What follows belongs to an exercise in optimizing a design on an open flow for small area and a short achievable clock period; a production flow would make more cautious choices. No functional check of the RTL was part of any run shown here. Power and IR drop assume default switching activity.

`flow/config.mk`:
```
export PLATFORM = sky130hd
export DESIGN_NAME = MACRegister
export DESIGN_NICKNAME = MACRegister
export VERILOG_FILES = /design/flow/design.v
export SDC_FILE = /design/flow/constraint.sdc
export NUM_CORES = 4
export LEC_CHECK = 0
export CAP_MARGIN = 20
export CORE_MARGIN = 2
export CORE_UTILIZATION = 55
export PLACE_DENSITY = 0.75
export SETUP_SLACK_MARGIN = 1.0
export SLEW_MARGIN = 20
export SYNTH_HIERARCHICAL = 1
export SYNTH_MINIMUM_KEEP_SIZE = 0
```
`flow/constraint.sdc`:
```
create_clock -name core_clock -period 19.0 [get_ports {clk}]
set_input_delay 3.8000 -clock core_clock [delete_from_list [all_inputs] [get_ports {clk}]]
set_output_delay 3.8000 -clock core_clock [all_outputs]
set_load 0.01 [all_outputs]
```
`flow/design.v`:
```
`timescale 1ns / 1ps
module HalfAdder(
    input a,
    input b,
    output f,
    output carryOut
    );
    assign f = a ^ b;
    assign carryOut = a & b;
endmodule
module HalfAdderN(
    input an,
    input bn,
    output fn,
    output carryOutN
    );
    Xnor2 x(an, bn, fn);
    Or2 o(an, bn, carryOutN);
endmodule
module Or2(input a, input b, output y);
    assign y = a | b;
endmodule
`timescale 1ns / 1ps
module FullAdder(
    input a,
    input b,
    input carryIn,
    output sum,
    output carryOut
    );
    assign sum = a ^ b ^ carryIn;
    assign carryOut = (a & b) | (a & carryIn) | (b & carryIn);
endmodule
`timescale 1ns / 1ps
module Inv(input a, output y);
    assign y = ~a;
endmodule
module Nand2(input a, input b, output y);
    assign y = ~(a & b);
endmodule
module Nor2(input a, input b, output y);
    assign y = ~(a | b);
endmodule
module Aoi21(input a, input b, input c, output y);
    assign y = ~((a & b) | c);
endmodule
module Oai21(input a, input b, input c, output y);
    assign y = ~((a | b) & c);
endmodule
module Xor2(input a, input b, output y);
    assign y = a ^ b;
endmodule
module Xnor2(input a, input b, output y);
    assign y = ~(a ^ b);
endmodule
module Ao21(input a, input b, input c, output y);
    assign y = (a & b) | c;
endmodule
module Ao22(input a, input b, input c, input d, output y);
    assign y = (a & b) | (c & d);
endmodule
module And2(input a, input b, output y);
    assign y = a & b;
endmodule
module Aoi22(input a, input b, input c, input d, output y);
    assign y = ~((a & b) | (c & d));
endmodule
`timescale 1ns / 1ps
module MACRegister(
    input clk,
    input rst,
    input [1:0] opcode,
    input [15:0] a,
    input [15:0] b,
    output [31:0] dataOut
    );
    reg [31:0] register;
    assign dataOut = register;
    wire mac = ~rst & (opcode == 2'd2);
    wire sL = ~rst & (opcode == 2'd1);
    wire sH = ~rst & (opcode != 2'd1);   
    wire [15:0] bg;
    wire [31:0] rt;   
    And2 u_bg0(b[0], mac, bg[0]);
    And2 u_bg1(b[1], mac, bg[1]);
    And2 u_bg2(b[2], mac, bg[2]);
    And2 u_bg3(b[3], mac, bg[3]);
    And2 u_bg4(b[4], mac, bg[4]);
    And2 u_bg5(b[5], mac, bg[5]);
    And2 u_bg6(b[6], mac, bg[6]);
    And2 u_bg7(b[7], mac, bg[7]);
    And2 u_bg8(b[8], mac, bg[8]);
    And2 u_bg9(b[9], mac, bg[9]);
    And2 u_bg10(b[10], mac, bg[10]);
    And2 u_bg11(b[11], mac, bg[11]);
    And2 u_bg12(b[12], mac, bg[12]);
    And2 u_bg13(b[13], mac, bg[13]);
    And2 u_bg14(b[14], mac, bg[14]);
    And2 u_bg15(b[15], mac, bg[15]);
    Aoi22 u_rt0(sL, b[0], sH, register[0], rt[0]);
    Aoi22 u_rt1(sL, b[1], sH, register[1], rt[1]);
    Aoi22 u_rt2(sL, b[2], sH, register[2], rt[2]);
    Aoi22 u_rt3(sL, b[3], sH, register[3], rt[3]);
    Aoi22 u_rt4(sL, b[4], sH, register[4], rt[4]);
    Aoi22 u_rt5(sL, b[5], sH, register[5], rt[5]);
    Aoi22 u_rt6(sL, b[6], sH, register[6], rt[6]);
    Aoi22 u_rt7(sL, b[7], sH, register[7], rt[7]);
    Aoi22 u_rt8(sL, b[8], sH, register[8], rt[8]);
    Aoi22 u_rt9(sL, b[9], sH, register[9], rt[9]);
    Aoi22 u_rt10(sL, b[10], sH, register[10], rt[10]);
    Aoi22 u_rt11(sL, b[11], sH, register[11], rt[11]);
    Aoi22 u_rt12(sL, b[12], sH, register[12], rt[12]);
    Aoi22 u_rt13(sL, b[13], sH, register[13], rt[13]);
    Aoi22 u_rt14(sL, b[14], sH, register[14], rt[14]);
    Aoi22 u_rt15(sL, b[15], sH, register[15], rt[15]);
    Aoi22 u_rt16(sL, a[0], sH, register[16], rt[16]);
    Aoi22 u_rt17(sL, a[1], sH, register[17], rt[17]);
    Aoi22 u_rt18(sL, a[2], sH, register[18], rt[18]);
    Aoi22 u_rt19(sL, a[3], sH, register[19], rt[19]);
    Aoi22 u_rt20(sL, a[4], sH, register[20], rt[20]);
    Aoi22 u_rt21(sL, a[5], sH, register[21], rt[21]);
    Aoi22 u_rt22(sL, a[6], sH, register[22], rt[22]);
    Aoi22 u_rt23(sL, a[7], sH, register[23], rt[23]);
    Aoi22 u_rt24(sL, a[8], sH, register[24], rt[24]);
    Aoi22 u_rt25(sL, a[9], sH, register[25], rt[25]);
    Aoi22 u_rt26(sL, a[10], sH, register[26], rt[26]);
    Aoi22 u_rt27(sL, a[11], sH, register[27], rt[27]);
    Aoi22 u_rt28(sL, a[12], sH, register[28], rt[28]);
    Aoi22 u_rt29(sL, a[13], sH, register[29], rt[29]);
    Aoi22 u_rt30(sL, a[14], sH, register[30], rt[30]);
    Aoi22 u_rt31(sL, a[15], sH, register[31], rt[31]);
    wire pp0_0 = ~(a[0] & bg[0]), pp0_1 = ~(a[0] & bg[1]), pp0_2 = ~(a[0] & bg[2]), pp0_3 = ~(a[0] & bg[3]), pp0_4 = ~(a[0] & bg[4]), pp0_5 = ~(a[0] & bg[5]), pp0_6 = ~(a[0] & bg[6]), pp0_7 = ~(a[0] & bg[7]), pp0_8 = ~(a[0] & bg[8]), pp0_9 = ~(a[0] & bg[9]), pp0_10 = ~(a[0] & bg[10]), pp0_11 = ~(a[0] & bg[11]), pp0_12 = ~(a[0] & bg[12]), pp0_13 = ~(a[0] & bg[13]), pp0_14 = ~(a[0] & bg[14]), pp0_15 = ~(a[0] & bg[15]);
    wire pp1_0 = ~(a[1] & bg[0]), pp1_1 = ~(a[1] & bg[1]), pp1_2 = ~(a[1] & bg[2]), pp1_3 = ~(a[1] & bg[3]), pp1_4 = ~(a[1] & bg[4]), pp1_5 = ~(a[1] & bg[5]), pp1_6 = ~(a[1] & bg[6]), pp1_7 = ~(a[1] & bg[7]), pp1_8 = ~(a[1] & bg[8]), pp1_9 = ~(a[1] & bg[9]), pp1_10 = ~(a[1] & bg[10]), pp1_11 = ~(a[1] & bg[11]), pp1_12 = ~(a[1] & bg[12]), pp1_13 = ~(a[1] & bg[13]), pp1_14 = ~(a[1] & bg[14]), pp1_15 = ~(a[1] & bg[15]);
    wire pp2_0 = ~(a[2] & bg[0]), pp2_1 = ~(a[2] & bg[1]), pp2_2 = ~(a[2] & bg[2]), pp2_3 = ~(a[2] & bg[3]), pp2_4 = ~(a[2] & bg[4]), pp2_5 = ~(a[2] & bg[5]), pp2_6 = ~(a[2] & bg[6]), pp2_7 = ~(a[2] & bg[7]), pp2_8 = ~(a[2] & bg[8]), pp2_9 = ~(a[2] & bg[9]), pp2_10 = ~(a[2] & bg[10]), pp2_11 = ~(a[2] & bg[11]), pp2_12 = ~(a[2] & bg[12]), pp2_13 = ~(a[2] & bg[13]), pp2_14 = ~(a[2] & bg[14]), pp2_15 = ~(a[2] & bg[15]);
    wire pp3_0 = ~(a[3] & bg[0]), pp3_1 = ~(a[3] & bg[1]), pp3_2 = ~(a[3] & bg[2]), pp3_3 = ~(a[3] & bg[3]), pp3_4 = ~(a[3] & bg[4]), pp3_5 = ~(a[3] & bg[5]), pp3_6 = ~(a[3] & bg[6]), pp3_7 = ~(a[3] & bg[7]), pp3_8 = ~(a[3] & bg[8]), pp3_9 = ~(a[3] & bg[9]), pp3_10 = ~(a[3] & bg[10]), pp3_11 = ~(a[3] & bg[11]), pp3_12 = ~(a[3] & bg[12]), pp3_13 = ~(a[3] & bg[13]), pp3_14 = ~(a[3] & bg[14]), pp3_15 = ~(a[3] & bg[15]);
    wire pp4_0 = ~(a[4] & bg[0]), pp4_1 = ~(a[4] & bg[1]), pp4_2 = ~(a[4] & bg[2]), pp4_3 = ~(a[4] & bg[3]), pp4_4 = ~(a[4] & bg[4]), pp4_5 = ~(a[4] & bg[5]), pp4_6 = ~(a[4] & bg[6]), pp4_7 = ~(a[4] & bg[7]), pp4_8 = ~(a[4] & bg[8]), pp4_9 = ~(a[4] & bg[9]), pp4_10 = ~(a[4] & bg[10]), pp4_11 = ~(a[4] & bg[11]), pp4_12 = ~(a[4] & bg[12]), pp4_13 = ~(a[4] & bg[13]), pp4_14 = ~(a[4] & bg[14]), pp4_15 = ~(a[4] & bg[15]);
    wire pp5_0 = ~(a[5] & bg[0]), pp5_1 = ~(a[5] & bg[1]), pp5_2 = ~(a[5] & bg[2]), pp5_3 = ~(a[5] & bg[3]), pp5_4 = ~(a[5] & bg[4]), pp5_5 = ~(a[5] & bg[5]), pp5_6 = ~(a[5] & bg[6]), pp5_7 = ~(a[5] & bg[7]), pp5_8 = ~(a[5] & bg[8]), pp5_9 = ~(a[5] & bg[9]), pp5_10 = ~(a[5] & bg[10]), pp5_11 = ~(a[5] & bg[11]), pp5_12 = ~(a[5] & bg[12]), pp5_13 = ~(a[5] & bg[13]), pp5_14 = ~(a[5] & bg[14]), pp5_15 = ~(a[5] & bg[15]);
    wire pp6_0 = ~(a[6] & bg[0]), pp6_1 = ~(a[6] & bg[1]), pp6_2 = ~(a[6] & bg[2]), pp6_3 = ~(a[6] & bg[3]), pp6_4 = ~(a[6] & bg[4]), pp6_5 = ~(a[6] & bg[5]), pp6_6 = ~(a[6] & bg[6]), pp6_7 = ~(a[6] & bg[7]), pp6_8 = ~(a[6] & bg[8]), pp6_9 = ~(a[6] & bg[9]), pp6_10 = ~(a[6] & bg[10]), pp6_11 = ~(a[6] & bg[11]), pp6_12 = ~(a[6] & bg[12]), pp6_13 = ~(a[6] & bg[13]), pp6_14 = ~(a[6] & bg[14]), pp6_15 = ~(a[6] & bg[15]);
    wire pp7_0 = ~(a[7] & bg[0]), pp7_1 = ~(a[7] & bg[1]), pp7_2 = ~(a[7] & bg[2]), pp7_3 = ~(a[7] & bg[3]), pp7_4 = ~(a[7] & bg[4]), pp7_5 = ~(a[7] & bg[5]), pp7_6 = ~(a[7] & bg[6]), pp7_7 = ~(a[7] & bg[7]), pp7_8 = ~(a[7] & bg[8]), pp7_9 = ~(a[7] & bg[9]), pp7_10 = ~(a[7] & bg[10]), pp7_11 = ~(a[7] & bg[11]), pp7_12 = ~(a[7] & bg[12]), pp7_13 = ~(a[7] & bg[13]), pp7_14 = ~(a[7] & bg[14]), pp7_15 = ~(a[7] & bg[15]);
    wire pp8_0 = ~(a[8] & bg[0]), pp8_1 = ~(a[8] & bg[1]), pp8_2 = ~(a[8] & bg[2]), pp8_3 = ~(a[8] & bg[3]), pp8_4 = ~(a[8] & bg[4]), pp8_5 = ~(a[8] & bg[5]), pp8_6 = ~(a[8] & bg[6]), pp8_7 = ~(a[8] & bg[7]), pp8_8 = ~(a[8] & bg[8]), pp8_9 = ~(a[8] & bg[9]), pp8_10 = ~(a[8] & bg[10]), pp8_11 = ~(a[8] & bg[11]), pp8_12 = ~(a[8] & bg[12]), pp8_13 = ~(a[8] & bg[13]), pp8_14 = ~(a[8] & bg[14]), pp8_15 = ~(a[8] & bg[15]);
    wire pp9_0 = ~(a[9] & bg[0]), pp9_1 = ~(a[9] & bg[1]), pp9_2 = ~(a[9] & bg[2]), pp9_3 = ~(a[9] & bg[3]), pp9_4 = ~(a[9] & bg[4]), pp9_5 = ~(a[9] & bg[5]), pp9_6 = ~(a[9] & bg[6]), pp9_7 = ~(a[9] & bg[7]), pp9_8 = ~(a[9] & bg[8]), pp9_9 = ~(a[9] & bg[9]), pp9_10 = ~(a[9] & bg[10]), pp9_11 = ~(a[9] & bg[11]), pp9_12 = ~(a[9] & bg[12]), pp9_13 = ~(a[9] & bg[13]), pp9_14 = ~(a[9] & bg[14]), pp9_15 = ~(a[9] & bg[15]);
    wire pp10_0 = ~(a[10] & bg[0]), pp10_1 = ~(a[10] & bg[1]), pp10_2 = ~(a[10] & bg[2]), pp10_3 = ~(a[10] & bg[3]), pp10_4 = ~(a[10] & bg[4]), pp10_5 = ~(a[10] & bg[5]), pp10_6 = ~(a[10] & bg[6]), pp10_7 = ~(a[10] & bg[7]), pp10_8 = ~(a[10] & bg[8]), pp10_9 = ~(a[10] & bg[9]), pp10_10 = ~(a[10] & bg[10]), pp10_11 = ~(a[10] & bg[11]), pp10_12 = ~(a[10] & bg[12]), pp10_13 = ~(a[10] & bg[13]), pp10_14 = ~(a[10] & bg[14]), pp10_15 = ~(a[10] & bg[15]);
    wire pp11_0 = ~(a[11] & bg[0]), pp11_1 = ~(a[11] & bg[1]), pp11_2 = ~(a[11] & bg[2]), pp11_3 = ~(a[11] & bg[3]), pp11_4 = ~(a[11] & bg[4]), pp11_5 = ~(a[11] & bg[5]), pp11_6 = ~(a[11] & bg[6]), pp11_7 = ~(a[11] & bg[7]), pp11_8 = ~(a[11] & bg[8]), pp11_9 = ~(a[11] & bg[9]), pp11_10 = ~(a[11] & bg[10]), pp11_11 = ~(a[11] & bg[11]), pp11_12 = ~(a[11] & bg[12]), pp11_13 = ~(a[11] & bg[13]), pp11_14 = ~(a[11] & bg[14]), pp11_15 = ~(a[11] & bg[15]);
    wire pp12_0 = ~(a[12] & bg[0]), pp12_1 = ~(a[12] & bg[1]), pp12_2 = ~(a[12] & bg[2]), pp12_3 = ~(a[12] & bg[3]), pp12_4 = ~(a[12] & bg[4]), pp12_5 = ~(a[12] & bg[5]), pp12_6 = ~(a[12] & bg[6]), pp12_7 = ~(a[12] & bg[7]), pp12_8 = ~(a[12] & bg[8]), pp12_9 = ~(a[12] & bg[9]), pp12_10 = ~(a[12] & bg[10]), pp12_11 = ~(a[12] & bg[11]), pp12_12 = ~(a[12] & bg[12]), pp12_13 = ~(a[12] & bg[13]), pp12_14 = ~(a[12] & bg[14]), pp12_15 = ~(a[12] & bg[15]);
    wire pp13_0 = ~(a[13] & bg[0]), pp13_1 = ~(a[13] & bg[1]), pp13_2 = ~(a[13] & bg[2]), pp13_3 = ~(a[13] & bg[3]), pp13_4 = ~(a[13] & bg[4]), pp13_5 = ~(a[13] & bg[5]), pp13_6 = ~(a[13] & bg[6]), pp13_7 = ~(a[13] & bg[7]), pp13_8 = ~(a[13] & bg[8]), pp13_9 = ~(a[13] & bg[9]), pp13_10 = ~(a[13] & bg[10]), pp13_11 = ~(a[13] & bg[11]), pp13_12 = ~(a[13] & bg[12]), pp13_13 = ~(a[13] & bg[13]), pp13_14 = ~(a[13] & bg[14]), pp13_15 = ~(a[13] & bg[15]);
    wire pp14_0 = ~(a[14] & bg[0]), pp14_1 = ~(a[14] & bg[1]), pp14_2 = ~(a[14] & bg[2]), pp14_3 = ~(a[14] & bg[3]), pp14_4 = ~(a[14] & bg[4]), pp14_5 = ~(a[14] & bg[5]), pp14_6 = ~(a[14] & bg[6]), pp14_7 = ~(a[14] & bg[7]), pp14_8 = ~(a[14] & bg[8]), pp14_9 = ~(a[14] & bg[9]), pp14_10 = ~(a[14] & bg[10]), pp14_11 = ~(a[14] & bg[11]), pp14_12 = ~(a[14] & bg[12]), pp14_13 = ~(a[14] & bg[13]), pp14_14 = ~(a[14] & bg[14]), pp14_15 = ~(a[14] & bg[15]);
    wire pp15_0 = ~(a[15] & bg[0]), pp15_1 = ~(a[15] & bg[1]), pp15_2 = ~(a[15] & bg[2]), pp15_3 = ~(a[15] & bg[3]), pp15_4 = ~(a[15] & bg[4]), pp15_5 = ~(a[15] & bg[5]), pp15_6 = ~(a[15] & bg[6]), pp15_7 = ~(a[15] & bg[7]), pp15_8 = ~(a[15] & bg[8]), pp15_9 = ~(a[15] & bg[9]), pp15_10 = ~(a[15] & bg[10]), pp15_11 = ~(a[15] & bg[11]), pp15_12 = ~(a[15] & bg[12]), pp15_13 = ~(a[15] & bg[13]), pp15_14 = ~(a[15] & bg[14]), pp15_15 = ~(a[15] & bg[15]);
    wire s1, c2, s3, c4, s5, c6, s7, c8, s9, c10, s11, c12, s13, c14, s15, c16;
    wire s17, c18, s19, c20, s21, c22, s23, c24, s25, c26, s27, c28, s29, c30, s31, c32;
    wire s33, c34, s35, c36, s37, c38, s39, c40, s41, c42, s43, c44, s45, c46, s47, c48;
    wire s49, c50, s51, c52, s53, c54, s55, c56, s57, c58, s59, c60, s61, c62, s63, c64;
    wire s65, c66, s67, c68, s69, c70, s71, c72, s73, c74, s75, c76, s77, c78, s79, c80;
    wire s81, c82, s83, c84, s85, c86, s87, c88, s89, c90, s91, c92, s93, c94, s95, c96;
    wire s97, c98, s99, c100, s101, c102, s103, c104, s105, c106, s107, c108, s109, c110, s111, c112;
    wire s113, c114, s115, c116, s117, c118, s119, c120, s121, c122, s123, c124, s125, c126, s127, c128;
    wire s129, c130, s131, c132, s133, c134, s135, c136, s137, c138, s139, c140, s141, c142, s143, c144;
    wire s145, c146, s147, c148, s149, c150, s151, c152, s153, c154, s155, c156, s157, c158, s159, c160;
    wire s161, c162, s163, c164, s165, c166, s167, c168, s169, c170, s171, c172, s173, c174, s175, c176;
    wire s177, c178, s179, c180, s181, c182, s183, c184, s185, c186, s187, c188, s189, c190, s191, c192;
    wire s193, c194, s195, c196, s197, c198, s199, c200, s201, c202, s203, c204, s205, c206, s207, c208;
    wire s209, c210, s211, c212, s213, c214, s215, c216, s217, c218, s219, c220, s221, c222, s223, c224;
    wire s225, c226, s227, c228, s229, c230, s231, c232, s233, c234, s235, c236, s237, c238, s239, c240;
    wire s241, c242, s243, c244, s245, c246, s247, c248, s249, c250, s251, c252, s253, c254, s255, c256;
    wire s257, c258, s259, c260, s261, c262, s263, c264, s265, c266, s267, c268, s269, c270, s271, c272;
    wire s273, c274, s275, c276, s277, c278, s279, c280, s281, c282, s283, c284, s285, c286, s287, c288;
    wire s289, c290, s291, c292, s293, c294, s295, c296, s297, c298, s299, c300, s301, c302, s303, c304;
    wire s305, c306, s307, c308, s309, c310, s311, c312, s313, c314, s315, c316, s317, c318, s319, c320;
    wire s321, c322, s323, c324, s325, c326, s327, c328, s329, c330, s331, c332, s333, c334, s335, c336;
    wire s337, c338, s339, c340, s341, c342, s343, c344, s345, c346, s347, c348, s349, c350, s351, c352;
    wire s353, c354, s355, c356, s357, c358, s359, c360, s361, c362, s363, c364, s365, c366, s367, c368;
    wire s369, c370, s371, c372, s373, c374, s375, c376, s377, c378, s379, c380, s381, c382, s383, c384;
    wire s385, c386, s387, c388, s389, c390, s391, c392, s393, c394, s395, c396, s397, c398, s399, c400;
    wire s401, c402, s403, c404, s405, c406, s407, c408, s409, c410, s411, c412, s413, c414, s415, c416;
    wire s417, c418, s419, c420, s421, c422, s423, c424, s425, c426, s427, c428, s429, c430, s431, c432;
    wire s433, c434, s435, c436, s437, c438, s439, c440, s441, c442, s443, c444, s445, c446, s447, c448;
    wire s449, c450, s451, c452, s453, c454, s455, c456, s457, c458, s459, c460, s461, c462, s463, c464;
    wire s465, c466, s467, c468, s469, c470, s471, c472, s473, c474, s475, c476, s477, c478, s479, c480;
    wire s481, c482, s483, c484, s485, c486, s487, c488, s489, c490, s491, c492;
    HalfAdderN ha0(rt[12], pp0_12, s1, c2);
    FullAdder fa0(rt[13], pp0_13, pp10_3, s3, c4);
    HalfAdderN ha1(pp11_2, pp12_1, s5, c6);
    FullAdder fa1(rt[14], pp0_14, pp10_4, s7, c8);
    FullAdder fa2(pp11_3, pp12_2, pp13_1, s9, c10);
    HalfAdderN ha2(pp14_0, pp1_13, s11, c12);
    FullAdder fa3(rt[15], pp0_15, pp10_5, s13, c14);
    FullAdder fa4(pp11_4, pp12_3, pp13_2, s15, c16);
    FullAdder fa5(pp14_1, pp15_0, pp1_14, s17, c18);
    HalfAdderN ha3(pp2_13, pp3_12, s19, c20);
    FullAdder fa6(rt[16], pp10_6, pp11_5, s21, c22);
    FullAdder fa7(pp12_4, pp13_3, pp14_2, s23, c24);
    FullAdder fa8(pp15_1, pp1_15, pp2_14, s25, c26);
    HalfAdderN ha4(pp3_13, pp4_12, s27, c28);
    FullAdder fa9(rt[17], pp10_7, pp11_6, s29, c30);
    FullAdder fa10(pp12_5, pp13_4, pp14_3, s31, c32);
    FullAdder fa11(pp15_2, pp2_15, pp3_14, s33, c34);
    FullAdder fa12(rt[18], pp10_8, pp11_7, s35, c36);
    FullAdder fa13(pp12_6, pp13_5, pp14_4, s37, c38);
    FullAdder fa14(rt[19], pp10_9, pp11_8, s39, c40);
    HalfAdderN ha5(rt[8], pp0_8, s41, c42);
    FullAdder fa15(rt[9], pp0_9, pp1_8, s43, c44);
    HalfAdderN ha6(pp2_7, pp3_6, s45, c46);
    FullAdder fa16(rt[10], pp0_10, pp10_0, s47, c48);
    FullAdder fa17(pp1_9, pp2_8, pp3_7, s49, c50);
    HalfAdderN ha7(pp4_6, pp5_5, s51, c52);
    FullAdder fa18(rt[11], pp0_11, pp10_1, s53, c54);
    FullAdder fa19(pp11_0, pp1_10, pp2_9, s55, c56);
    FullAdder fa20(pp3_8, pp4_7, pp5_6, s57, c58);
    HalfAdderN ha8(pp6_5, pp7_4, s59, c60);
    FullAdder fa21(pp10_2, pp11_1, pp12_0, s61, c62);
    FullAdder fa22(pp1_11, pp2_10, pp3_9, s63, c64);
    FullAdder fa23(pp4_8, pp5_7, pp6_6, s65, c66);
    FullAdder fa24(pp7_5, pp8_4, pp9_3, s67, c68);
    FullAdder fa25(pp13_0, pp1_12, pp2_11, s69, c70);
    FullAdder fa26(pp3_10, pp4_9, pp5_8, s71, c72);
    FullAdder fa27(pp6_7, pp7_6, pp8_5, s73, c74);
    FullAdder fa28(pp9_4, c2, s5, s75, c76);
    FullAdder fa29(pp2_12, pp3_11, pp4_10, s77, c78);
    FullAdder fa30(pp5_9, pp6_8, pp7_7, s79, c80);
    FullAdder fa31(pp8_6, pp9_5, c6, s81, c82);
    FullAdder fa32(s11, c4, s7, s83, c84);
    FullAdder fa33(pp4_11, pp5_10, pp6_9, s85, c86);
    FullAdder fa34(pp7_8, pp8_7, pp9_6, s87, c88);
    FullAdder fa35(c12, s19, c8, s89, c90);
    FullAdder fa36(c10, s13, s15, s91, c92);
    FullAdder fa37(pp5_11, pp6_10, pp7_9, s93, c94);
    FullAdder fa38(pp8_8, pp9_7, c20, s95, c96);
    FullAdder fa39(s27, c14, c16, s97, c98);
    FullAdder fa40(c18, s21, s23, s99, c100);
    FullAdder fa41(pp4_13, pp5_12, pp6_11, s101, c102);
    FullAdder fa42(pp7_10, pp8_9, pp9_8, s103, c104);
    FullAdder fa43(c28, c22, c24, s105, c106);
    FullAdder fa44(c26, s29, s31, s107, c108);
    FullAdder fa45(pp15_3, pp3_15, pp4_14, s109, c110);
    FullAdder fa46(pp5_13, pp6_12, pp7_11, s111, c112);
    FullAdder fa47(pp8_10, pp9_9, c30, s113, c114);
    FullAdder fa48(c32, c34, s35, s115, c116);
    FullAdder fa49(pp12_7, pp13_6, pp14_5, s117, c118);
    FullAdder fa50(pp15_4, pp4_15, pp5_14, s119, c120);
    FullAdder fa51(pp6_13, pp7_12, pp8_11, s121, c122);
    FullAdder fa52(pp9_10, c36, c38, s123, c124);
    FullAdder fa53(rt[20], pp10_10, pp11_9, s125, c126);
    FullAdder fa54(pp12_8, pp13_7, pp14_6, s127, c128);
    FullAdder fa55(pp15_5, pp5_15, pp6_14, s129, c130);
    FullAdder fa56(pp7_13, pp8_12, pp9_11, s131, c132);
    FullAdder fa57(rt[21], pp10_11, pp11_10, s133, c134);
    FullAdder fa58(pp12_9, pp13_8, pp14_7, s135, c136);
    FullAdder fa59(pp15_6, pp6_15, pp7_14, s137, c138);
    FullAdder fa60(rt[22], pp10_12, pp11_11, s139, c140);
    FullAdder fa61(pp12_10, pp13_9, pp14_8, s141, c142);
    FullAdder fa62(rt[23], pp10_13, pp11_12, s143, c144);
    HalfAdderN ha9(rt[5], pp0_5, s145, c146);
    FullAdder fa63(rt[6], pp0_6, pp1_5, s147, c148);
    HalfAdderN ha10(pp2_4, pp3_3, s149, c150);
    FullAdder fa64(rt[7], pp0_7, pp1_6, s151, c152);
    FullAdder fa65(pp2_5, pp3_4, pp4_3, s153, c154);
    HalfAdderN ha11(pp5_2, pp6_1, s155, c156);
    FullAdder fa66(pp1_7, pp2_6, pp3_5, s157, c158);
    FullAdder fa67(pp4_4, pp5_3, pp6_2, s159, c160);
    FullAdder fa68(pp7_1, pp8_0, s41, s161, c162);
    FullAdder fa69(pp4_5, pp5_4, pp6_3, s163, c164);
    FullAdder fa70(pp7_2, pp8_1, pp9_0, s165, c166);
    FullAdder fa71(c42, s45, s43, s167, c168);
    FullAdder fa72(pp6_4, pp7_3, pp8_2, s169, c170);
    FullAdder fa73(pp9_1, c46, s51, s171, c172);
    FullAdder fa74(c44, s47, s49, s173, c174);
    FullAdder fa75(pp8_3, pp9_2, c52, s175, c176);
    FullAdder fa76(s59, c48, c50, s177, c178);
    FullAdder fa77(s53, s55, s57, s179, c180);
    FullAdder fa78(c60, s1, c54, s181, c182);
    FullAdder fa79(c56, c58, s61, s183, c184);
    FullAdder fa80(s63, s65, s67, s185, c186);
    FullAdder fa81(c62, c64, c66, s187, c188);
    FullAdder fa82(c68, s3, s69, s189, c190);
    FullAdder fa83(s71, s73, s75, s191, c192);
    FullAdder fa84(c70, c72, c74, s193, c194);
    FullAdder fa85(s77, s79, s9, s195, c196);
    FullAdder fa86(c76, s81, s83, s197, c198);
    FullAdder fa87(c78, c80, s17, s199, c200);
    FullAdder fa88(s85, s87, c82, s201, c202);
    FullAdder fa89(c84, s89, s91, s203, c204);
    FullAdder fa90(c86, c88, s25, s205, c206);
    FullAdder fa91(s93, s95, c90, s207, c208);
    FullAdder fa92(s97, c92, s99, s209, c210);
    FullAdder fa93(c94, s101, s103, s211, c212);
    FullAdder fa94(s33, c96, c98, s213, c214);
    FullAdder fa95(s105, c100, s107, s215, c216);
    FullAdder fa96(c102, c104, s109, s217, c218);
    FullAdder fa97(s111, s37, c106, s219, c220);
    FullAdder fa98(s113, c108, s115, s221, c222);
    FullAdder fa99(c110, c112, s39, s223, c224);
    FullAdder fa100(s117, s119, s121, s225, c226);
    FullAdder fa101(c114, s123, c116, s227, c228);
    FullAdder fa102(c40, c118, c120, s229, c230);
    FullAdder fa103(c122, s125, s127, s231, c232);
    FullAdder fa104(s129, s131, c124, s233, c234);
    FullAdder fa105(pp8_13, pp9_12, c126, s235, c236);
    FullAdder fa106(c128, c130, c132, s237, c238);
    FullAdder fa107(s133, s135, s137, s239, c240);
    FullAdder fa108(pp15_7, pp7_15, pp8_14, s241, c242);
    FullAdder fa109(pp9_13, c134, c136, s243, c244);
    FullAdder fa110(c138, s139, s141, s245, c246);
    FullAdder fa111(pp12_11, pp13_10, pp14_9, s247, c248);
    FullAdder fa112(pp15_8, pp8_15, pp9_14, s249, c250);
    FullAdder fa113(c140, c142, s143, s251, c252);
    FullAdder fa114(rt[24], pp10_14, pp11_13, s253, c254);
    FullAdder fa115(pp12_12, pp13_11, pp14_10, s255, c256);
    FullAdder fa116(pp15_9, pp9_15, c144, s257, c258);
    FullAdder fa117(rt[25], pp10_15, pp11_14, s259, c260);
    FullAdder fa118(pp12_13, pp13_12, pp14_11, s261, c262);
    FullAdder fa119(rt[26], pp11_15, pp12_14, s263, c264);
    HalfAdderN ha12(rt[3], pp0_3, s265, c266);
    FullAdder fa120(rt[4], pp0_4, pp1_3, s267, c268);
    HalfAdderN ha13(pp2_2, pp3_1, s269, c270);
    FullAdder fa121(pp1_4, pp2_3, pp3_2, s271, c272);
    FullAdder fa122(pp4_1, pp5_0, s145, s273, c274);
    FullAdder fa123(pp4_2, pp5_1, pp6_0, s275, c276);
    FullAdder fa124(c146, s149, s147, s277, c278);
    FullAdder fa125(pp7_0, c150, s155, s279, c280);
    FullAdder fa126(c148, s151, s153, s281, c282);
    FullAdder fa127(c156, c152, c154, s283, c284);
    FullAdder fa128(s157, s159, s161, s285, c286);
    FullAdder fa129(c158, c160, s163, s287, c288);
    FullAdder fa130(s165, c162, s167, s289, c290);
    FullAdder fa131(c164, c166, s169, s291, c292);
    FullAdder fa132(s171, c168, s173, s293, c294);
    FullAdder fa133(c170, c172, s175, s295, c296);
    FullAdder fa134(c174, s177, s179, s297, c298);
    FullAdder fa135(c176, c178, s181, s299, c300);
    FullAdder fa136(c180, s183, s185, s301, c302);
    FullAdder fa137(c182, c184, c186, s303, c304);
    FullAdder fa138(s187, s189, s191, s305, c306);
    FullAdder fa139(c188, c190, s193, s307, c308);
    FullAdder fa140(s195, c192, s197, s309, c310);
    FullAdder fa141(c194, c196, s199, s311, c312);
    FullAdder fa142(s201, c198, s203, s313, c314);
    FullAdder fa143(c200, s205, c202, s315, c316);
    FullAdder fa144(s207, c204, s209, s317, c318);
    FullAdder fa145(c206, s211, c208, s319, c320);
    FullAdder fa146(s213, c210, s215, s321, c322);
    FullAdder fa147(c212, s217, c214, s323, c324);
    FullAdder fa148(s219, c216, s221, s325, c326);
    FullAdder fa149(c218, s223, s225, s327, c328);
    FullAdder fa150(c220, c222, s227, s329, c330);
    FullAdder fa151(c224, s229, c226, s331, c332);
    FullAdder fa152(s231, s233, c228, s333, c334);
    FullAdder fa153(s235, c230, c232, s335, c336);
    FullAdder fa154(s237, s239, c234, s337, c338);
    FullAdder fa155(s241, c236, s243, s339, c340);
    FullAdder fa156(c238, c240, s245, s341, c342);
    FullAdder fa157(c242, s247, s249, s343, c344);
    FullAdder fa158(c244, c246, s251, s345, c346);
    FullAdder fa159(c248, c250, s253, s347, c348);
    FullAdder fa160(s255, s257, c252, s349, c350);
    FullAdder fa161(pp15_10, c254, c256, s351, c352);
    FullAdder fa162(s259, s261, c258, s353, c354);
    FullAdder fa163(pp13_13, pp14_12, pp15_11, s355, c356);
    FullAdder fa164(c260, c262, s263, s357, c358);
    FullAdder fa165(rt[27], pp12_15, pp13_14, s359, c360);
    FullAdder fa166(pp14_13, pp15_12, c264, s361, c362);
    FullAdder fa167(rt[28], pp13_15, pp14_14, s363, c364);
    HalfAdderN ha14(rt[2], pp0_2, s365, c366);
    FullAdder fa168(pp1_2, pp2_1, pp3_0, s367, c368);
    FullAdder fa169(pp4_0, c266, s269, s369, c370);
    FullAdder fa170(c270, c268, s271, s371, c372);
    FullAdder fa171(c272, s275, c274, s373, c374);
    FullAdder fa172(c276, s279, c278, s375, c376);
    FullAdder fa173(c280, c282, s283, s377, c378);
    FullAdder fa174(c284, s287, c286, s379, c380);
    FullAdder fa175(c288, s291, c290, s381, c382);
    FullAdder fa176(c292, s295, c294, s383, c384);
    FullAdder fa177(c296, s299, c298, s385, c386);
    FullAdder fa178(c300, c302, s303, s387, c388);
    FullAdder fa179(c304, s307, c306, s389, c390);
    FullAdder fa180(c308, s311, c310, s391, c392);
    FullAdder fa181(c312, s315, c314, s393, c394);
    FullAdder fa182(c316, s319, c318, s395, c396);
    FullAdder fa183(c320, s323, c322, s397, c398);
    FullAdder fa184(s327, c324, c326, s399, c400);
    FullAdder fa185(c328, s331, c330, s401, c402);
    FullAdder fa186(s335, c332, s337, s403, c404);
    FullAdder fa187(c336, s339, s341, s405, c406);
    FullAdder fa188(s343, c340, c342, s407, c408);
    FullAdder fa189(c344, s347, c346, s409, c410);
    FullAdder fa190(s351, c348, s353, s411, c412);
    FullAdder fa191(s355, c352, s357, s413, c414);
    FullAdder fa192(c356, s359, s361, s415, c416);
    FullAdder fa193(pp15_13, c360, s363, s417, c418);
    FullAdder fa194(rt[29], pp14_15, pp15_14, s419, c420);
    HalfAdderN ha15(rt[1], pp0_1, s421, c422);
    FullAdder fa195(pp1_1, pp2_0, s365, s423, c424);
    FullAdder fa196(c366, s265, s367, s425, c426);
    FullAdder fa197(c368, s267, s369, s427, c428);
    FullAdder fa198(c370, s273, s371, s429, c430);
    FullAdder fa199(c372, s277, s373, s431, c432);
    FullAdder fa200(s281, c374, s375, s433, c434);
    FullAdder fa201(c376, s285, s377, s435, c436);
    FullAdder fa202(c378, s289, s379, s437, c438);
    FullAdder fa203(s293, c380, s381, s439, c440);
    FullAdder fa204(s297, c382, s383, s441, c442);
    FullAdder fa205(s301, c384, s385, s443, c444);
    FullAdder fa206(s305, c386, s387, s445, c446);
    FullAdder fa207(c388, s309, s389, s447, c448);
    FullAdder fa208(s313, c390, s391, s449, c450);
    FullAdder fa209(s317, c392, s393, s451, c452);
    FullAdder fa210(s321, c394, s395, s453, c454);
    FullAdder fa211(s325, c396, s397, s455, c456);
    FullAdder fa212(s329, c398, s399, s457, c458);
    FullAdder fa213(s333, c400, s401, s459, c460);
    FullAdder fa214(c334, s403, c402, s461, c462);
    FullAdder fa215(c338, s405, c404, s463, c464);
    FullAdder fa216(s345, c406, s407, s465, c466);
    FullAdder fa217(s349, c408, s409, s467, c468);
    FullAdder fa218(c350, s411, c410, s469, c470);
    FullAdder fa219(c354, s413, c412, s471, c472);
    FullAdder fa220(c358, c414, s415, s473, c474);
    FullAdder fa221(c362, s417, c416, s475, c476);
    FullAdder fa222(c364, s419, c418, s477, c478);
    FullAdder fa223(rt[30], pp15_15, c420, s479, c480);
    HalfAdderN ha16(rt[0], pp0_0, s481, c482);
    FullAdder fa224(pp1_0, c482, s421, s483, c484);
    FullAdder fa225(c422, c484, s423, s485, c486);
    FullAdder fa226(c424, s425, c486, s487, c488);
    FullAdder fa227(c426, s427, c488, s489, c490);
    FullAdder fa228(c428, s429, c490, s491, c492);
    wire [31:0] x = {c480, c478, c476, c474, c472, c470, c468, c466, c464, c462, c460, c458, c456, c454, c452, c450, c448, c446, c444, c442, c440, c438, c436, c434, c432, c430, s491, s489, s487, s485, s483, s481};
    wire [31:0] y = {rt[31], s479, s477, s475, s473, s471, s469, s467, s465, s463, s461, s459, s457, s455, s453, s451, s449, s447, s445, s443, s441, s439, s437, s435, s433, s431, 1'b1, 1'b1, 1'b1, 1'b1, 1'b1, 1'b1};
    wire n493, n494, n495, n496, n497, n498, n499, n500, n501, n502, n503, n504, n505, n506, n507, n508, n509, n510, n511, n512, n513, n514, n515, n516, n517, n518, n519, n520, n521, n522, n523, n524, n525, n526, n527, n528, n529, n530, n531, n532, n533, n534, n535, n536, n537, n538, n539, n540, n541, n542, n543, n544, n545, n546, n547, n548, n549, n550, n551, n552, n553, n554, n555, n556, n557, n558, n559, n560, n561, n562, n563, n564, n565, n566, n567, n568, n569, n570, n571, n572, n573, n574, n575, n576, n577, n578, n579, n580, n581, n582, n583, n584, n585, n586, n587, n588, n589, n590, n591, n592, n593, n594, n595, n596, n597, n598, n599, n600, n601, n602, n603, n604, n605, n606, n607, n608, n609, n610, n611, n612, n613, n614, n615, n616, n617, n618, n619, n620, n621, n622, n623, n624, n625, n626, n627, n628, n629, n630, n631, n632, n633, n634, n635, n636, n637, n638, n639, n640, n641, n642, n643, n644, n645, n646, n647, n648, n649, n650, n651, n652, n653, n654, n655, n656, n657, n658, n659, n660, n661, n662, n663, n664, n665, n666, n667, n668, n669, n670, n671, n672, n673, n674, n675, n676, n677, n678, n679, n680, n681, n682;
    Xor2 u_n493(x[6], y[6], n493);
    Nand2 u_n494(x[6], y[6], n494);
    Nor2 u_n495(x[6], y[6], n495);
    Inv u_n496(c492, n496);
    Oai21 u_n497(n495, n496, n494, n497);
    Xor2 u_n498(x[7], y[7], n498);
    Nand2 u_n499(x[7], y[7], n499);
    Nor2 u_n500(x[7], y[7], n500);
    Xor2 u_n501(x[8], y[8], n501);
    Nand2 u_n502(x[8], y[8], n502);
    Nor2 u_n503(x[8], y[8], n503);
    Xor2 u_n504(x[9], y[9], n504);
    Nand2 u_n505(x[9], y[9], n505);
    Nor2 u_n506(x[9], y[9], n506);
    Xor2 u_n507(x[10], y[10], n507);
    Nand2 u_n508(x[10], y[10], n508);
    Nor2 u_n509(x[10], y[10], n509);
    Xor2 u_n510(x[11], y[11], n510);
    Nand2 u_n511(x[11], y[11], n511);
    Nor2 u_n512(x[11], y[11], n512);
    Xor2 u_n513(x[12], y[12], n513);
    Nand2 u_n514(x[12], y[12], n514);
    Nor2 u_n515(x[12], y[12], n515);
    Xor2 u_n516(x[13], y[13], n516);
    Nand2 u_n517(x[13], y[13], n517);
    Nor2 u_n518(x[13], y[13], n518);
    Xor2 u_n519(x[14], y[14], n519);
    Nand2 u_n520(x[14], y[14], n520);
    Nor2 u_n521(x[14], y[14], n521);
    Xor2 u_n522(x[15], y[15], n522);
    Nand2 u_n523(x[15], y[15], n523);
    Nor2 u_n524(x[15], y[15], n524);
    Xor2 u_n525(x[16], y[16], n525);
    Nand2 u_n526(x[16], y[16], n526);
    Nor2 u_n527(x[16], y[16], n527);
    Xor2 u_n528(x[17], y[17], n528);
    Nand2 u_n529(x[17], y[17], n529);
    Nor2 u_n530(x[17], y[17], n530);
    Xor2 u_n531(x[18], y[18], n531);
    Nand2 u_n532(x[18], y[18], n532);
    Nor2 u_n533(x[18], y[18], n533);
    Xor2 u_n534(x[19], y[19], n534);
    Nand2 u_n535(x[19], y[19], n535);
    Nor2 u_n536(x[19], y[19], n536);
    Xor2 u_n537(x[20], y[20], n537);
    Nand2 u_n538(x[20], y[20], n538);
    Nor2 u_n539(x[20], y[20], n539);
    Xor2 u_n540(x[21], y[21], n540);
    Nand2 u_n541(x[21], y[21], n541);
    Nor2 u_n542(x[21], y[21], n542);
    Xor2 u_n543(x[22], y[22], n543);
    Nand2 u_n544(x[22], y[22], n544);
    Nor2 u_n545(x[22], y[22], n545);
    Xor2 u_n546(x[23], y[23], n546);
    Nand2 u_n547(x[23], y[23], n547);
    Nor2 u_n548(x[23], y[23], n548);
    Xor2 u_n549(x[24], y[24], n549);
    Nand2 u_n550(x[24], y[24], n550);
    Nor2 u_n551(x[24], y[24], n551);
    Xor2 u_n552(x[25], y[25], n552);
    Nand2 u_n553(x[25], y[25], n553);
    Nor2 u_n554(x[25], y[25], n554);
    Xor2 u_n555(x[26], y[26], n555);
    Nand2 u_n556(x[26], y[26], n556);
    Nor2 u_n557(x[26], y[26], n557);
    Xor2 u_n558(x[27], y[27], n558);
    Nand2 u_n559(x[27], y[27], n559);
    Nor2 u_n560(x[27], y[27], n560);
    Xor2 u_n561(x[28], y[28], n561);
    Nand2 u_n562(x[28], y[28], n562);
    Nor2 u_n563(x[28], y[28], n563);
    Xor2 u_n564(x[29], y[29], n564);
    Nand2 u_n565(x[29], y[29], n565);
    Nor2 u_n566(x[29], y[29], n566);
    Xor2 u_n567(x[30], y[30], n567);
    Nand2 u_n568(x[30], y[30], n568);
    Nor2 u_n569(x[30], y[30], n569);
    Xor2 u_n570(x[31], y[31], n570);
    Nand2 u_n571(x[31], y[31], n571);
    Nor2 u_n572(x[31], y[31], n572);
    Inv u_n573(n497, n573);
    Oai21 u_n574(n500, n573, n499, n574);
    Oai21 u_n575(n506, n502, n505, n575);
    Nor2 u_n576(n506, n503, n576);
    Oai21 u_n577(n512, n508, n511, n577);
    Nor2 u_n578(n512, n509, n578);
    Oai21 u_n579(n518, n514, n517, n579);
    Nor2 u_n580(n518, n515, n580);
    Oai21 u_n581(n524, n520, n523, n581);
    Nor2 u_n582(n524, n521, n582);
    Oai21 u_n583(n530, n526, n529, n583);
    Nor2 u_n584(n530, n527, n584);
    Oai21 u_n585(n536, n532, n535, n585);
    Nor2 u_n586(n536, n533, n586);
    Oai21 u_n587(n542, n538, n541, n587);
    Nor2 u_n588(n542, n539, n588);
    Oai21 u_n589(n548, n544, n547, n589);
    Nor2 u_n590(n548, n545, n590);
    Oai21 u_n591(n554, n550, n553, n591);
    Nor2 u_n592(n554, n551, n592);
    Oai21 u_n593(n560, n556, n559, n593);
    Nor2 u_n594(n560, n557, n594);
    Oai21 u_n595(n566, n562, n565, n595);
    Nor2 u_n596(n566, n563, n596);
    Oai21 u_n597(n572, n568, n571, n597);
    Nor2 u_n598(n572, n569, n598);
    Inv u_n599(n574, n599);
    Oai21 u_n600(n503, n599, n502, n600);
    Aoi21 u_n601(n576, n574, n575, n601);
    Inv u_n602(n577, n602);
    Oai21 u_n603(n515, n602, n514, n603);
    Inv u_n604(n578, n604);
    Nor2 u_n605(n515, n604, n605);
    Aoi21 u_n606(n580, n577, n579, n606);
    Nand2 u_n607(n580, n578, n607);
    Inv u_n608(n581, n608);
    Oai21 u_n609(n527, n608, n526, n609);
    Inv u_n610(n582, n610);
    Nor2 u_n611(n527, n610, n611);
    Aoi21 u_n612(n584, n581, n583, n612);
    Nand2 u_n613(n584, n582, n613);
    Inv u_n614(n585, n614);
    Oai21 u_n615(n539, n614, n538, n615);
    Inv u_n616(n586, n616);
    Nor2 u_n617(n539, n616, n617);
    Aoi21 u_n618(n588, n585, n587, n618);
    Nand2 u_n619(n588, n586, n619);
    Inv u_n620(n589, n620);
    Oai21 u_n621(n551, n620, n550, n621);
    Inv u_n622(n590, n622);
    Nor2 u_n623(n551, n622, n623);
    Aoi21 u_n624(n592, n589, n591, n624);
    Nand2 u_n625(n592, n590, n625);
    Inv u_n626(n593, n626);
    Oai21 u_n627(n563, n626, n562, n627);
    Inv u_n628(n594, n628);
    Nor2 u_n629(n563, n628, n629);
    Aoi21 u_n630(n596, n593, n595, n630);
    Nand2 u_n631(n596, n594, n631);
    Oai21 u_n632(n509, n601, n508, n632);
    Inv u_n633(n601, n633);
    Aoi21 u_n634(n578, n633, n577, n634);
    Aoi21 u_n635(n605, n633, n603, n635);
    Oai21 u_n636(n607, n601, n606, n636);
    Oai21 u_n637(n533, n612, n532, n637);
    Nor2 u_n638(n533, n613, n638);
    Inv u_n639(n612, n639);
    Aoi21 u_n640(n586, n639, n585, n640);
    Inv u_n641(n613, n641);
    Nand2 u_n642(n586, n641, n642);
    Aoi21 u_n643(n617, n639, n615, n643);
    Nand2 u_n644(n617, n641, n644);
    Oai21 u_n645(n619, n612, n618, n645);
    Nor2 u_n646(n619, n613, n646);
    Oai21 u_n647(n557, n624, n556, n647);
    Nor2 u_n648(n557, n625, n648);
    Inv u_n649(n624, n649);
    Aoi21 u_n650(n594, n649, n593, n650);
    Inv u_n651(n625, n651);
    Nand2 u_n652(n594, n651, n652);
    Aoi21 u_n653(n629, n649, n627, n653);
    Nand2 u_n654(n629, n651, n654);
    Oai21 u_n655(n631, n624, n630, n655);
    Nor2 u_n656(n631, n625, n656);
    Inv u_n657(n636, n657);
    Oai21 u_n658(n521, n657, n520, n658);
    Aoi21 u_n659(n582, n636, n581, n659);
    Aoi21 u_n660(n611, n636, n609, n660);
    Oai21 u_n661(n613, n657, n612, n661);
    Aoi21 u_n662(n638, n636, n637, n662);
    Oai21 u_n663(n642, n657, n640, n663);
    Oai21 u_n664(n644, n657, n643, n664);
    Aoi21 u_n665(n646, n636, n645, n665);
    Inv u_n666(n655, n666);
    Oai21 u_n667(n569, n666, n568, n667);
    Inv u_n668(n656, n668);
    Nor2 u_n669(n569, n668, n669);
    Aoi21 u_n670(n598, n655, n597, n670);
    Nand2 u_n671(n598, n656, n671);
    Oai21 u_n672(n545, n665, n544, n672);
    Inv u_n673(n665, n673);
    Aoi21 u_n674(n590, n673, n589, n674);
    Aoi21 u_n675(n623, n673, n621, n675);
    Oai21 u_n676(n625, n665, n624, n676);
    Aoi21 u_n677(n648, n673, n647, n677);
    Oai21 u_n678(n652, n665, n650, n678);
    Oai21 u_n679(n654, n665, n653, n679);
    Aoi21 u_n680(n656, n673, n655, n680);
    Aoi21 u_n681(n669, n673, n667, n681);
    Oai21 u_n682(n671, n665, n670, n682);
    wire [31:0] nxt;
    assign nxt[0] = ~x[0];
    assign nxt[1] = ~x[1];
    assign nxt[2] = ~x[2];
    assign nxt[3] = ~x[3];
    assign nxt[4] = ~x[4];
    assign nxt[5] = ~x[5];
    Xnor2 u_d6(n493, c492, nxt[6]);
    Xnor2 u_d7(n498, n497, nxt[7]);
    Xnor2 u_d8(n501, n574, nxt[8]);
    Xnor2 u_d9(n504, n600, nxt[9]);
    Xor2 u_d10(n507, n601, nxt[10]);
    Xnor2 u_d11(n510, n632, nxt[11]);
    Xor2 u_d12(n513, n634, nxt[12]);
    Xor2 u_d13(n516, n635, nxt[13]);
    Xnor2 u_d14(n519, n636, nxt[14]);
    Xnor2 u_d15(n522, n658, nxt[15]);
    Xor2 u_d16(n525, n659, nxt[16]);
    Xor2 u_d17(n528, n660, nxt[17]);
    Xnor2 u_d18(n531, n661, nxt[18]);
    Xor2 u_d19(n534, n662, nxt[19]);
    Xnor2 u_d20(n537, n663, nxt[20]);
    Xnor2 u_d21(n540, n664, nxt[21]);
    Xor2 u_d22(n543, n665, nxt[22]);
    Xnor2 u_d23(n546, n672, nxt[23]);
    Xor2 u_d24(n549, n674, nxt[24]);
    Xor2 u_d25(n552, n675, nxt[25]);
    Xnor2 u_d26(n555, n676, nxt[26]);
    Xor2 u_d27(n558, n677, nxt[27]);
    Xnor2 u_d28(n561, n678, nxt[28]);
    Xnor2 u_d29(n564, n679, nxt[29]);
    Xor2 u_d30(n567, n680, nxt[30]);
    Xor2 u_d31(n570, n681, nxt[31]);
    always @ (posedge clk)
        register <= nxt;
endmodule
```
`flow/flow/run.sh`:
```
#!/bin/bash
# Standard ORFS layout, with buf_2 port buffers, and timing repair aiming for 10.5 ns of
# setup slack at the design's clock period (i.e. a tighter internal target).
set -euo pipefail
bash standard.sh "BUFFER_PORTS_ARGS=-buffer_cell sky130_fd_sc_hd__buf_2" "SETUP_SLACK_MARGIN=10.5" finish > make_finish.log 2>&1
```
`flow/standard.sh`:
```
#!/bin/bash
# synth_recipe.tcl (not shown) runs the flow's synth.tcl, then flattens the netlist and writes it again
# the make line also repeats each setting of config.mk as NAME=value (left out here)
make -C /OpenROAD-flow-scripts/flow DESIGN_CONFIG=/design/flow/config.mk WORK_HOME=/design/flow/orfs CLKGATE_MAP_FILE= SYNTH_SCRIPT=/design/flow/synth_recipe.tcl "${@:-finish}"
```
==> impl_metrics.py, run 1 <==
metrics = {
    "pwr": {
        "pwr-share-comb": 0.657,
        "p_sw_w": 0.000271,
        "p_int_w": 0.000311,
        "ir_worst_vdd_v": 0.0000436,
        "switching_share": 0.466,
        "power.leakage_nw": 2.76,
        "p_per_area_nw_per_um2": 57.9,
        "pwr-share-seq": 0.198,
        "clkPwrFrac": 0.145,
    },
    "sta": {
        "hold_viol": 0,
        "rsz0062_at_grt": "yes",
        "tightest_slew_ns": 0.529,
        "slew_headroom": 0.647,
        "slew_viol_final": 0,
        "fin_crit_ns": 8.56,
        "finClkSkew_ns": 0.00859,
        "fmax_ghz": 0.117,
        "finalCritPeriodShare": 0.451,
        "finalSetupTns_ns": 0,
        "setup_viol": 0,
    },
    "setup_path": {
        "critPathBufInv": 6,
        "arrival_ns": 8.74,
        "crit_slowest_cell": "fa_1",
        "crit_chain": "buf_12 > nor3_4 > buf_6 > buf_8 > and2_4 > nand2_1 > fa_2 > fa_1 > fa_2 > fa_2 > fa_1 > fa_2 > nor2_2 > nor2_2 > nand2_2 > o21ai_4 > a21oi_4 > buf_12 > buf_6 > buf_4 > xor2_1",
        "critPathLaunch": "rst",
        "reg2reg_to": "register[22]",
        "r2r_setup_slack_ns": 14.34,
        "max_stage_delay_ns": 0.58,
        "path_delay_family": "adder cells",
        "crit_end": "register[22]",
        "regToRegStartpoint": "register[15]",
        "path_class": "input pin to flop",
        "path_depth": 21,
        "critPathMostFrequentCell": "fa_2",
        "reg2reg_depth": 16,
        "cp-start-kind": "input pin",
        "cp-end-kind": "flop",
        "path_max_fanout": 8,
        "required_ns": 19.18,
    },
    "yosys": {
        "synth_warnings": 7,
        "synth_fa_ha_area_frac": 0.512,
        "synth_top_family_by_area": "adder cells",
        "synth_seq_cells": 32,
        "synth_nets": 1147,
        "synth_compound_area_frac": 0.0847,
        "syn_inst": 882,
        "synthMuxAreaShare": 0,
        "yosysUniqueCellTypes": 19,
        "synthesis.area_sq_um": 8960,
        "synth_xor_area_frac": 0.0674,
        "syn_avg_cell_area_sq_um": 10.2,
        "seq_area_frac_synth": 0.0715,
        "synth-simple-area-share": 0.170,
    },
    "floorplan": {
        "die_h_microns": 132,
        "num_rows": 46,
        "pin_count": 68,
        "core-area_sq_um": 15900,
        "die_area_sq_um": 17300,
        "die_x_microns": 132,
        "initial_utilization": 0.564,
    },
    "global_route": {
        "top_usage_layer": "met2",
        "grtUsageMet1": 0.373,
        "grt.met2_usage": 0.464,
        "grt_pass1_vias": 7215,
        "met3_usage": 0.0559,
        "overflow": 0,
        "antenna_found_initial": 0,
        "grt_pass1_wl_microns": 37800,
        "grt_max_degree": 33,
        "gr-usage-all-layers": 0.281,
    },
    "clocking": {
        "cts_tree": "built",
        "ctsRootBufferMaster": "clkbuf_16",
        "clk_pin_slew_ns": 0.06,
        "clkLatencyLatePin_ns": 0.30,
        "clockBufferDepth": 2,
        "hold_buffers": 0,
        "numCtsBuffers": 5,
        "cts_sinks": 32,
        "htree_levels": 2,
    },
    "routing": {
        "routed_wl_microns": 24000,
        "drt-wirelength-per-cell_microns": 20.2,
        "drt-initial-drc-count": 674,
        "drc_errors": 0,
        "ant_nets": 0,
        "drt-vias-per-instance": 5.74,
        "dr.pass1.iters": 5,
        "vias": 6826,
    },
    "cells_and_area": {
        "layout_commonest_cell": "nand2_1",
        "top_regs": "register (32)",
        "largest_reg_flops": 32,
        "syn2layout_area_growth_pct": 12.1,
        "most-common-layout-cells": "nand2_1, fa_1, buf_2",
        "largest-register": "register",
        "n_antenna_cell": 0,
        "multi_input_area_sq_um": 7840,
        "final.fill_count": 1268,
        "nNetsFinal": 1237,
        "drive_gt1_frac": 0.322,
        "fin_util": 0.633,
        "regArea_sq_um": 641,
    },
    "placement": {
        "port_buffers": 67,
        "hpwl_microns": 16400,
        "gp_congestion": 0.862,
    },
    "outcome": {
        "status": "no timing/DRC/antenna violations",
    },
    "hold_path": {
        "whs_path_depth": 3,
        "hp-class": "flop to flop",
    },
    "run": {
        "drv_cap": 0,
    },
}
## cell usage after synthesis
master	instances	area, sq um
fa_1	229	4580
dfxtp_1	32	641
nand2_1	273	1020
xor2_1	38	333
a21oi_2	21	184
nor3_1	1	5.00
nor2_1	46	173
buf_12	2	40.0
a21oi_1	1	5.00
or2_1	17	106
nor3b_1	1	7.51
nand2_2	17	106
inv_1	29	109
xnor2_1	31	272
o21ai_1	34	170
a22oi_2	32	400
buf_6	61	687
and2_1	16	100
buf_8	1	15.0
## tightest hold or removal path: cells and delay by family (launching register included)
| family | cells | cell delay, ns |
|---|---|---|
| AOI/OAI and AO/OA | 1 | 0.07 |
| DFF | 1 | 0.34 |
| buffers and inverters | 1 | 0.04 |
| xor gates and xnor gates | 1 | 0.12 |
## area by class of cell
type                    count  share of cell area
flip-flops and latches     32              0.0638
repair buffers            143               0.103
multi-input cells         761               0.780
clock inverters             3             0.00187
inverters                  29              0.0113
well taps                 216              0.0269
clock buffers               5              0.0125
## repair_timing
| item | CTS | global route |
|---|---|---|
| resized for setup | 66 | 60 |
| pin swaps | 32 | 31 |
| setup endpoints to repair | 17 | 17 |
| hold endpoints to repair | 0 | 0 |
| setup buffers | 56 | 15 |
| cloned | 1 | 4 |
## power by group through the flow
stage	registers (W)	logic, W	clock network, W
CTS	0.000115	0.000350	0.0000860
finish	0.000115	0.000382	0.0000844
detailed placement	0.000116	0.000324	0
global placement	0.000116	0.000319	0
global route	0.000118	0.000417	0.0000886
floorplan	0.000124	0.000240	0
## modules after synthesis (local to each module, per instance), excerpt
module	copies in the design	cell area, sq um
Aoi21	21	8.76
Xnor2	31	8.76
Inv	22	3.75
Or2	17	6.26
FullAdder	229	20.0
Oai21	34	5.00
Nor2	46	3.75
## routing by layer
metal,part of all wire,vias to the layer above
li1,-,2870
met1,0.38,3483
met2,0.49,400
met3,0.096,73
met4,0.036,0
met5,0,-
## cell families after synthesis
kind of cell | count (synthesis)
and+or+nand+nor | 371
adders and majority gates | 229
buffers and inverters | 93
AOI/OAI and AO/OA | 88
xor gates and xnor gates | 69
DFF | 32
## per-stage QoR
step	hold WS (ns)	instance area, sq um	total power, W	std cells	setup slack (ns)
after global routing	0.662	10000	0.000624	1189	10.33
after detailed placement	0.577	8940	0.000440	1105	9.43
after global placement	0.579	8940	0.000434	1105	9.50
after CTS	0.600	9700	0.000551	1170	10.50
after floorplan	0.608	9050	0.000364	882	9.93
final	0.598	10000	0.000582	1189	10.44
## worst min-delay path by stage
stage | to | from | slack [ns]
6_report | register[0] | register[0] | 0.60
3_3_place_gp | register[0] | register[0] | 0.58
2_1_floorplan | register[0] | register[0] | 0.61
3_5_place_dp | register[0] | register[0] | 0.58
4_1_cts | register[0] | register[0] | 0.60
5_1_grt | register[0] | register[0] | 0.66
==> inputs of run 2 (changes only) <==
==> flow/flow/run.sh (replaced) <==
#!/bin/bash
# Standard ORFS layout, with buf_2 port buffers; before floorplanning, logic cells are set to
# drive strength 1 (flow/downsize.tcl), and timing repair aims for 10.75 ns of setup slack at
# the design's clock period (a tighter internal target), sizing up only what needs it.
set -euo pipefail
export PRE_FLOORPLAN_TCL="$(pwd)/flow/downsize.tcl"
bash standard.sh "BUFFER_PORTS_ARGS=-buffer_cell sky130_fd_sc_hd__buf_2" "SETUP_SLACK_MARGIN=10.75" finish > make_finish.log 2>&1
==> flow/flow/downsize.tcl (new file) <==
# Before floorplanning: give every logic cell that synthesis sized up the drive strength 1 of
# its family (same function and pins). The timing repair later in the flow sizes up again
# only the cells on paths that need it. Flip-flops and clock cells are left alone.
set db [ord::get_db]
set n 0
foreach inst [[ord::get_db_block] getInsts] {
  set m [[$inst getMaster] getName]
  if {![regexp {^(sky130_fd_sc_hd__[a-z0-9]+)_([0-9]+)$} $m -> base sz]} { continue }
  if {$sz <= 1} { continue }
  if {[regexp {__(df|sdf|edf|dl|clk|buf|conb|tap|fill|decap)} $base]} { continue }
  set small [$db findMaster ${base}_1]
  if {$small eq "NULL" || $small eq ""} { continue }
  $inst swapMaster $small
  incr n
}
puts "downsize.tcl: $n cells set to drive strength 1"
==> run 2 against run 1 <==
Net effect: largest power group unchanged; still clean on timing, DRC and antenna; worst setup slack improved by 0.0095 ns; combinational power decreased by 5%; register-to-register slack improved by 0.05 ns; global-route usage increased by 1.8 points; clock power increased by 15%; critical endpoint unchanged; critical path depth increased by 3; sequential power about the same; via count increased by 1.2%; clock skew decreased by 0.0038 ns; non-clock buffer count decreased by 7.
==> impl_metrics.py, run 2 <==
metrics = {
    "outcome": {
        "status": "no timing/DRC/antenna violations",
    },
    "floorplan": {
        "core-area_sq_um": 15300,
        "pin_count": 68,
        "die_h_microns": 130,
        "num_rows": 45,
        "die_x_microns": 130,
        "die_area_sq_um": 16800,
        "initial_utilization": 0.567,
    },
    "setup_path": {
        "regToRegStartpoint": "register[14]",
        "r2r_setup_slack_ns": 14.39,
        "arrival_ns": 8.74,
        "path_max_fanout": 8,
        "critPathLaunch": "opcode[1]",
        "cp-end-kind": "flop",
        "reg2reg_depth": 16,
        "cp-start-kind": "input pin",
        "reg2reg_to": "register[22]",
        "required_ns": 19.18,
        "path_class": "input pin to flop",
    },
    "pwr": {
        "power.leakage_nw": 2.70,
        "power.total_w": 0.000574,
        "ir_worst_vdd_v": 0.0000504,
        "p_per_area_nw_per_um2": 58.8,
    },
    "clocking": {
        "hold_buffers": 0,
        "clockBufferDepth": 2,
        "numCtsBuffers": 5,
        "clk_pin_slew_ns": 0.06,
        "clkLatencyLatePin_ns": 0.30,
        "cts_sinks": 32,
        "cts_tree": "built",
        "ctsRootBufferMaster": "clkbuf_16",
        "htree_levels": 2,
    },
    "yosys": {
        "syn_inst": 882,
        "synth_nets": 1147,
        "synth_warnings": 7,
    },
    "cells_and_area": {
        "largest_reg_flops": 32,
        "layout_commonest_cell": "nand2_1",
        "largest-register": "register",
        "final.fill_count": 1216,
        "fin_util": 0.637,
        "n_antenna_cell": 0,
        "most-common-layout-cells": "nand2_1, fa_1, buf_2",
        "drive_gt1_frac": 0.256,
        "nNetsFinal": 1228,
        "top_regs": "register (32)",
    },
    "placement": {
        "hpwl_microns": 16100,
        "port_buffers": 67,
        "gp_congestion": 0.842,
    },
    "routing": {
        "drt-wirelength-per-cell_microns": 20.7,
        "routed_wl_microns": 24300,
        "drt-initial-drc-count": 786,
        "drt-vias-per-instance": 5.88,
        "dr.pass1.iters": 5,
        "drc_errors": 0,
        "vias": 6910,
        "ant_nets": 0,
    },
    "run": {
        "drv_cap": 0,
    },
    "global_route": {
        "top_usage_layer": "met2",
        "grtUsageMet1": 0.395,
        "antenna_found_initial": 0,
        "grt_pass1_vias": 7248,
        "met3_usage": 0.0776,
        "overflow": 0,
        "grt_max_degree": 33,
        "grt_pass1_wl_microns": 37800,
        "grt.met2_usage": 0.476,
        "gr-usage-all-layers": 0.300,
    },
    "sta": {
        "rsz0062_at_grt": "yes",
        "finClkSkew_ns": 0.00477,
        "slew_viol_final": 0,
        "slew_headroom": 0.668,
        "tightest_slew_ns": 0.498,
        "hold_viol": 0,
        "fin_crit_ns": 8.55,
        "finalCritPeriodShare": 0.450,
        "fmax_ghz": 0.117,
        "whs_ns": 0.622,
        "setup_viol": 0,
        "finalSetupTns_ns": 0,
    },
    "hold_path": {
        "hp-class": "flop to flop",
        "whs_path_depth": 3,
        "whs_endpoint": "register[0]",
        "hold_start": "register[0]",
    },
}
[run 2: metal layers]
layer,share of wire,routed length (microns)
met5,0,0
met3,0.11,2780
met4,0.046,1110
met2,0.48,11700
met1,0.36,8700
[run 2: power by group]
group	internal, W	switching [W]
Sequential	0.0000942	0.0000178
Combinational	0.000158	0.000206
Clock	0.0000618	0.0000356
[run 2: worst max-delay path, cell delays in order]
cell	delay [ns]
buf_8	0.09
inv_6	0.04
nor3_4	0.22
buf_6	0.14
buf_12	0.11
and2_4	0.23
buf_6	0.12
buf_6	0.09
nand2_2	0.04
fa_2	0.36
fa_2	0.55
fa_2	0.44
fa_2	0.35
fa_1	0.45
fa_1	0.56
nor2_2	0.07
o21ai_2	0.23
a21oi_4	0.12
o21ai_4	0.18
a21oi_4	0.05
buf_12	0.15
buf_6	0.12
buf_6	0.10
xor2_1	0.13
[run 2: layout make-up]
type | instances | area [sq um] | area share
Inverter | 29 | 116 | 0.0119
Clock inverter | 2 | 35.0 | 0.00359
Multi-Input combinational cell | 759 | 7590 | 0.777
Clock buffer | 6 | 129 | 0.0132
Timing Repair Buffer | 136 | 987 | 0.101
Tap cell | 211 | 264 | 0.0270
Sequential cell | 32 | 641 | 0.0656
[run 2: worst max path at each step]
stage	to	slack, ns	cells past startpoint
finish	register[22]	10.45	24
global route	register[22]	10.33	22
CTS	register[22]	10.52	22
detailed placement	register[24]	9.07	19
global placement	register[24]	9.16	19
floorplan	register[24]	10.36	16
[run 2: repair_timing]
| action | in CTS | in global routing |
|---|---|---|
| setup buffers | 52 | 14 |
| endpoints found under the setup margin | 23 | 21 |
| gates cloned | 1 | 2 |
| gates resized for setup | 70 | 55 |
| pin swaps | 39 | 31 |
[run 2: through the flow]
stage,cells,area (sq um),worst slack [ns]
2_1_floorplan,882,8800,10.36
6_report,1175,9760,10.45
3_5_place_dp,1098,8670,9.07
5_1_grt,1175,9760,10.33
3_3_place_gp,1098,8670,9.16
4_1_cts,1159,9450,10.52

[separate check: timing with driven ports]
The flow's constraints put no driver on any port. The routed layouts listed below were extracted and timed again, unchanged, in two steps. Step 1 (the two cells are an assumption about what drives the block):
set clk [get_ports {clk}]
set_driving_cell -lib_cell sky130_fd_sc_hd__clkbuf_16 $clk
set_driving_cell -lib_cell sky130_fd_sc_hd__buf_2 [delete_from_list [all_inputs] $clk]
Step 2 also shifts input and output timing later by t, the mid clock arrival at the registers, as if the neighbouring blocks saw the same clock. Three values: ideal, step 1, step 2; two values: the first two.
| run | t (ns) | setup WS [ns] | worst setup path after step 2 | cell pins on the clock port's net |
|---|---|---|---|---|
| run 1 | 0.341 | 10.439 / 10.429 / 10.089 | input to register | 1 |
| run 2 | 0.340 | 10.449 / 10.439 / 10.100 | input to register | 1 |
After both steps every run listed still meets setup and hold. For run 1, which loses most, drivers alone change the setup slack by -0.010 ns; drivers and shift together by -0.350 ns.
